This is an optimization exercise on Yosys and OpenROAD, whose aim is small area, not a production implementation.
In this exercise RTL edits were held to simulation tests only and were not proved equivalent to the original.
Power and IR drop assume default switching activity.

Setup of JK:
==> flow/design.v (excerpt) <==
module SpaceInvaders (
  input clk,
  input reset,
  input btnLeftInput,
  input btnRightInput,
  input fire,
  output [7:0] rgb,
  output hSync,
  output vSync,
  output victory,
  output defeat
  );
clock: 20.0 ns
lec_check: 0
cap_margin: 20
core_margin: 2
core_utilization: 70
cts_buf_list: sky130_fd_sc_hd__clkbuf_8
slew_margin: 20
standard.sh (not shown) runs the stock make flow with config.mk's settings and CLKGATE_MAP_FILE= SYNTH_SCRIPT=/design/flow/synth_recipe.tcl, a recipe that flattens the netlist after the stock synthesis.
==> flow/flow/run.sh <==
#!/bin/bash
bash standard.sh "BUFFER_PORTS_ARGS=-buffer_cell sky130_fd_sc_hd__buf_1" "CTS_ARGS=-sink_clustering_enable -repair_clock_nets -buf_list sky130_fd_sc_hd__clkbuf_16 -dont_use_dummy_load -sink_buffer_max_cap_derate 1.0 -sink_clustering_size 50 -sink_clustering_max_diameter 300" finish > standard.log 2>&1
Relative to JK, the following input files were edited for MS:
==> flow/flow/run.sh <==
#!/bin/bash
bash standard.sh "BUFFER_PORTS_ARGS=-buffer_cell sky130_fd_sc_hd__buf_1" "CTS_ARGS=-sink_clustering_enable -repair_clock_nets -root_buf sky130_fd_sc_hd__clkbuf_16 -buf_list sky130_fd_sc_hd__clkbuf_2 -dont_use_dummy_load" finish > standard.log 2>&1
[summary]
Comparing MS against JK, there is no change at all in quantity of hold-fixing buffers added after cts.
JK -> MS: vias per cell delta 0, exact match
Comparing JK with MS, the power share of the clock group came out essentially unchanged.
MS vs. JK: total power stayed essentially flat; number of setup violations in the final report stayed essentially flat; post-route fraction of the period consumed by the critical path stayed essentially flat; total power divided by cell area stayed essentially flat.
From JK to MS, die area did not move at all.
> inputs changed (MS -> AL)
==> flow/flow/run.sh <==
#!/bin/bash
bash standard.sh "BUFFER_PORTS_ARGS=-buffer_cell sky130_fd_sc_hd__buf_1" "CTS_ARGS=-sink_clustering_enable -repair_clock_nets -root_buf sky130_fd_sc_hd__clkbuf_8 -tree_buf sky130_fd_sc_hd__clkbuf_4 -buf_list sky130_fd_sc_hd__clkbuf_4 -dont_use_dummy_load" finish > standard.log 2>&1
[summary]
Power: AL draws less than MS
Summary — relative max-transition margin, AL relative to MS: higher, by 1.7 points.
Synthesis-to-finish area growth in AL is 1.5 points below MS.
Setup changes, AL to TR
==> flow/flow/run.sh <==
#!/bin/bash
bash standard.sh "BUFFER_PORTS_ARGS=-buffer_cell sky130_fd_sc_hd__buf_1" "CTS_ARGS=-sink_clustering_enable -repair_clock_nets -buf_list sky130_fd_sc_hd__clkbuf_8 -dont_use_dummy_load -sink_buffer_max_cap_derate 1.0 -sink_clustering_size 30" finish > standard.log 2>&1
Status: post-synthesis to final-layout area growth parity (AL, TR)
As far as count of clock-buffer cells in the layout goes, AL and TR are indistinguishable; the numbers are identical.
Delta (TR minus AL): max-slew violation count neither gained nor lost much; non-clock buffer share of cell area neither gained nor lost much; non-clock buffer count neither gained nor lost much; post-layout worst setup margin neither gained nor lost much.
Re design area: no difference whatsoever between TR and AL.
Here is what was changed in the inputs of PW compared with TR.
==> flow/flow/run.sh <==
#!/bin/bash
set -euo pipefail
bash standard.sh \
  "BUFFER_PORTS_ARGS=-buffer_cell sky130_fd_sc_hd__buf_1" \
  "CTS_ARGS=-sink_clustering_enable -repair_clock_nets -buf_list sky130_fd_sc_hd__clkbuf_8 -dont_use_dummy_load" \
  finish > standard.log 2>&1
From TR to PW the numbers moved as follows: final number of max-transition violations barely changed, post-route minimum period barely changed, critical path data arrival time barely changed, wire length barely changed.
Diff PW..TR | first-pass GRT wire length | unchanged
Changes observed in PW relative to TR: number of detailed-routing iterations run before antenna repair stayed essentially flat, H-tree depth reported by CTS stayed essentially flat, number of flip-flops and latches in the synthesized netlist stayed essentially flat.


## lane 1
SpaceInvaders, a different RTL version from the one above (not shown whole).
For scale: roughly 730 cells after synthesis, roughly 93 flip-flops, ~17 I/O pins, ~7000 sq um of cells after synthesis.
==> flow/config.mk <==
export PLATFORM = sky130hd
export DESIGN_NAME = SpaceInvaders
export DESIGN_NICKNAME = SpaceInvaders
export VERILOG_FILES = /design/flow/design.v
export SDC_FILE = /design/flow/constraint.sdc
export NUM_CORES = 4
export LEC_CHECK = 0
export CAP_MARGIN = 20
export CORE_MARGIN = 2
export CORE_UTILIZATION = 70
export CTS_BUF_LIST = sky130_fd_sc_hd__clkbuf_8
export SLEW_MARGIN = 20
==> flow/constraint.sdc <==
create_clock -name core_clock -period 20.0 [get_ports {clk}]
set_input_delay 4.0000 -clock core_clock [delete_from_list [all_inputs] [get_ports {clk}]]
set_output_delay 4.0000 -clock core_clock [all_outputs]
set_load 0.01 [all_outputs]
run.sh (not shown) runs the stock make flow with config.mk's settings and CLKGATE_MAP_FILE= SYNTH_SCRIPT=/design/flow/synth_recipe.tcl, a recipe that flattens the netlist after the stock synthesis.
Stock flow here: none of the scripts above is used.
Lane 1 ended with every stage complete and zero timing, DRC or antenna violations.
Inputs modified between lane 1 and lane 2:
==> flow/flow/run.sh (new file) <==
#!/bin/bash
# The standard layout, with the port buffers and clock tree options set here.
bash standard.sh "BUFFER_PORTS_ARGS=-buffer_cell sky130_fd_sc_hd__buf_1" "CTS_ARGS=-sink_clustering_enable -repair_clock_nets -buf_list sky130_fd_sc_hd__clkbuf_8 -dont_use_dummy_load" finish > standard.log 2>&1
==> flow/standard.sh (new file) <==
#!/bin/bash
# synth_recipe.tcl (not shown) runs the flow's synth.tcl, then flattens the netlist and writes it again
# the make line also repeats each setting of config.mk as NAME=value (left out here)
make -C /OpenROAD-flow-scripts/flow DESIGN_CONFIG=/design/flow/config.mk WORK_HOME=/design/flow/orfs CLKGATE_MAP_FILE= SYNTH_SCRIPT=/design/flow/synth_recipe.tcl "${@:-finish}"
removed: flow/run.sh
Findings:
No run among lane 2 and lane 1 stopped early or left any final violation; all are clean. Lane 2 against lane 1: clock power went down by about 26%; number of nets in the final layout ~0 delta; final cell count fell by 8.

==> re-timing with driven ports <==
How much do the figures lean on ideal ports? The routed layouts below were timed once more, with nothing changed but the port constraints. Step 1, drivers: a clkbuf_16 drives clk and a buf_2 each remaining input, both assumed. Step 2 times the ports against the registers' clock, not the clock port: input delays grow and output delays shrink by t, the midpoint of the rising clock arrivals with the driver on. Slacks: no drivers / after step 1 / after step 2; pairs: no drivers / after step 1.
| run | t, ns | slack for setup (ns) | hold slack, ns | clock arrival spread, ns | worst slew at a driven data input, ns |
|---|---|---|---|---|---|
| JK | 0.384 | 12.386 / 12.386 / 12.386 | 0.373 / 0.373 / 0.373 | 0.012 / 0.011 | 0.03 |
| MS | 0.384 | 12.386 / 12.386 / 12.386 | 0.373 / 0.373 / 0.373 | 0.012 / 0.011 | 0.03 |
| AL | 0.406 | 12.521 / 12.521 / 12.521 | 0.377 / 0.377 / 0.377 | 0.023 / 0.023 | 0.03 |
| TR | 0.406 | 12.521 / 12.521 / 12.521 | 0.377 / 0.377 / 0.377 | 0.023 / 0.023 | 0.03 |
| PW | 0.406 | 12.521 / 12.521 / 12.521 | 0.377 / 0.377 / 0.377 | 0.023 / 0.023 | 0.03 |
| lane 1 | 0.410 | 12.538 / 12.538 / 12.538 | 0.375 / 0.375 / 0.375 | 0.008 / 0.008 | 0.04 |
| lane 2 | 0.393 | 12.640 / 12.640 / 12.640 | 0.381 / 0.381 / 0.381 | 0.023 / 0.023 | 0.03 |
After both steps setup and hold are still met in every run listed.
